This design comes from an exercise in tuning for small area, a short achievable clock period and few clock cycles per item on the open sky130 flow, not from production work.
Only simulation tests tie the RTL to the original design; equivalence was not proved.
Power figures rest on the tool's default switching activity, not on a simulated workload.

// fp32_mul
module fp32_mul (
    input  wire        clk,
    input  wire        rst,
    input  wire        in_valid,
    input  wire [31:0] op_a,
    input  wire [31:0] op_b,
    output reg         out_valid,
    output reg  [31:0] result
);
Size in the first run: ~2200 cells after synthesis, ~23000 µm² of cells after synthesis.
==> flow/config.mk <==
export PLATFORM = sky130hd
export DESIGN_NAME = fp32_mul
export DESIGN_NICKNAME = fp32_mul
export VERILOG_FILES = /design/flow/design.v
export SDC_FILE = /design/flow/constraint.sdc
export NUM_CORES = 4
export LEC_CHECK = 0
export CAP_MARGIN = 20
export CORE_MARGIN = 2
export CORE_UTILIZATION = 60
export CTS_CLUSTER_DIAMETER = 120
export CTS_CLUSTER_SIZE = 25
export SLEW_MARGIN = 70
export SYNTH_HIERARCHICAL = 1
==> flow/constraint.sdc <==
create_clock -name core_clock -period 11.0 [get_ports {clk}]
set_input_delay 2.2000 -clock core_clock [delete_from_list [all_inputs] [get_ports {clk}]]
set_output_delay 2.2000 -clock core_clock [all_outputs]
set_load 0.01 [all_outputs]
standard.sh (not shown) runs the stock make flow with config.mk's settings and CLKGATE_MAP_FILE= SYNTH_SCRIPT=/design/flow/synth_recipe.tcl, a recipe that flattens the netlist after the stock synthesis.
==> flow/flow/run.sh <==
#!/bin/bash
# Layout flow: the standard ORFS flow (standard.sh, unchanged synthesis)
# with two changes to how the layout is made:
#  - flip-flops that drive many loads get a stronger drive (dfxtp_1 ->
#    dfxtp_4, same cell type) right after synthesis (flow/upsize_ff.tcl);
#  - the port buffers are a regular buffer cell (buf_2) rather than the
#    delay-buffer cell that buffer_ports picks by default;
#  - the clock tree is built without dummy loads.
set -euo pipefail
cd "$(dirname "$0")/.."
PORTS="BUFFER_PORTS_ARGS=-buffer_cell sky130_fd_sc_hd__buf_2"
bash standard.sh "$PORTS" synth > flow_synth.log 2>&1
UPSIZE_DB=orfs/results/sky130hd/fp32_mul/base/1_synth.odb \
  openroad -no_init -exit flow/upsize_ff.tcl > flow_upsize.log 2>&1
bash standard.sh "$PORTS" "CTS_ARGS=-sink_clustering_enable -repair_clock_nets -dont_use_dummy_load -sink_clustering_size 25 -sink_clustering_max_diameter 120" finish > flow_make.log 2>&1
==> flow/flow/upsize_ff.tcl <==
# Give flip-flops that drive many loads a stronger drive: dfxtp_1 becomes
# dfxtp_4 (same cell type, larger drive strength) when its output reaches
# more than fanout_min cell inputs, counting through the buffers synthesis
# put on the net (global placement removes those buffers).
set db_file $::env(UPSIZE_DB)
set fanout_min 12
read_db $db_file
set block [ord::get_db_block]
set strong [[ord::get_db] findMaster sky130_fd_sc_hd__dfxtp_4]

proc leaves {net depth} {
  set n 0
  foreach it [$net getITerms] {
    if {[$it isOutputSignal]} { continue }
    set inst [$it getInst]
    set m [[$inst getMaster] getName]
    if {$depth < 8 && [regexp {__(clk)?buf_[0-9]+$} $m]} {
      set o [$inst findITerm X]
      if {$o ne "NULL" && [$o getNet] ne "NULL"} {
        incr n [leaves [$o getNet] [expr {$depth + 1}]]
        continue
      }
    }
    incr n
  }
  return $n
}

set n 0
foreach inst [$block getInsts] {
  if {[[$inst getMaster] getName] ne "sky130_fd_sc_hd__dfxtp_1"} { continue }
  set net [[$inst findITerm Q] getNet]
  if {$net eq "NULL"} { continue }
  set f [leaves $net 0]
  if {$f > $fanout_min} {
    puts "upsize [$inst getName] fanout $f"
    $inst swapMaster $strong
    incr n
  }
}
puts "upsized $n flip-flops"
write_db $db_file
Testbench counts at the start, summed over its fixed seeds: cycles 16,024, items 16,000.
Next try:
--- a/flow/flow/run.sh
+++ b/flow/flow/run.sh
@@ -6,4 +6,3 @@
 #  - the port buffers are a regular buffer cell (buf_2) rather than the
-#    delay-buffer cell that buffer_ports picks by default;
-#  - the clock tree is built without dummy loads.
+#    delay-buffer cell that buffer_ports picks by default.
 set -euo pipefail
@@ -14,2 +13,2 @@
   openroad -no_init -exit flow/upsize_ff.tcl > flow_upsize.log 2>&1
-bash standard.sh "$PORTS" "CTS_ARGS=-sink_clustering_enable -repair_clock_nets -dont_use_dummy_load -sink_clustering_size 25 -sink_clustering_max_diameter 120" finish > flow_make.log 2>&1
+bash standard.sh "$PORTS" finish > flow_make.log 2>&1
What happened:
- The new run completed without violations
- combinational power barely changes
- worst setup slack gets worse by 0.0036 ns
- via count goes down by about 0.34%
- non-clock buffer count goes up by 1
- count of clock-buffer cells in the layout goes up by 9
- routed wire length stays flat
- global-route usage barely changes
- design area goes up by 0.42%
- flip-flop and latch count is unchanged


Another version of the RTL of fp32_mul (not shown whole).
For scale: roughly 2200 cells after synthesis, about 100 I/O pins, about 22000 µm² of cells after synthesis.
==> flow/config.mk <==
export PLATFORM = sky130hd
export DESIGN_NAME = fp32_mul
export DESIGN_NICKNAME = fp32_mul
export VERILOG_FILES = /design/flow/design.v
export SDC_FILE = /design/flow/constraint.sdc
export NUM_CORES = 4
export LEC_CHECK = 0
export CAP_MARGIN = 20
export CORE_MARGIN = 2
export CORE_UTILIZATION = 60
export CTS_CLUSTER_DIAMETER = 120
export CTS_CLUSTER_SIZE = 25
export GPL_ROUTABILITY_DRIVEN = 0
export SLEW_MARGIN = 70
export SYNTH_HIERARCHICAL = 1
==> flow/constraint.sdc <==
create_clock -name core_clock -period 11.0 [get_ports {clk}]
set_input_delay 2.2000 -clock core_clock [delete_from_list [all_inputs] [get_ports {clk}]]
set_output_delay 2.2000 -clock core_clock [all_outputs]
set_load 0.01 [all_outputs]
==> flow/flow/run.sh <==
#!/bin/bash
# Layout flow: the standard ORFS flow (standard.sh, unchanged synthesis),
# with the port buffers made from a regular buffer cell rather than the
# delay-buffer cell that buffer_ports picks by default.
set -euo pipefail
cd "$(dirname "$0")/.."
bash standard.sh "BUFFER_PORTS_ARGS=-buffer_cell sky130_fd_sc_hd__buf_2" finish > flow_make.log 2>&1
Testbench counts at the start, summed over its fixed seeds: cycles 16,024, items 16,000.
Next try:
- GPL_ROUTABILITY_DRIVEN: 0 -> not set
Die area does not change.
Sequential share of layout area is unchanged.
Power does not change.
Critical path depth does not change.
Setup slack does not change.
Register-to-register slack barely changes.

[static timing again, ports no longer ideal]
The flow's constraints put no driver on any port. The routed layouts listed below were extracted and timed again, unchanged, in two steps.
Step 1 (the two cells are an assumption about what drives the block):
set clk [get_ports {clk}]
set_driving_cell -lib_cell sky130_fd_sc_hd__clkbuf_16 $clk
set_driving_cell -lib_cell sky130_fd_sc_hd__buf_2 [delete_from_list [all_inputs] $clk]
Step 2, shift: input delay + t, output delay - t, t = (earliest + latest rising clock arrival at the registers) / 2. This alone moves slack from input paths to output paths.
Slacks: no drivers / after step 1 / after step 2; pairs: no drivers / after step 1.
run	shift t [ns]	setup slack, ns	worst setup path at the end	clock arrival spread, ns	worst register clock-pin slew, ns
the first run of note 1	0.571	7.665 / 7.665 / 7.168	input to register	0.058 / 0.058	0.10 / 0.10
the second run of note 1	0.577	7.661 / 7.661 / 7.139	input to register	0.029 / 0.029	0.10 / 0.10
the first run of note 2	0.561	7.689 / 7.688 / 7.304	input to register	0.030 / 0.030	0.11 / 0.11
the second run of note 2	0.561	7.689 / 7.688 / 7.304	input to register	0.030 / 0.030	0.11 / 0.11
After both steps every run listed still meets setup and hold. The setup slack of the second run of note 1, which loses most, moves by 0.000 ns with the drivers and by -0.522 ns with both steps.
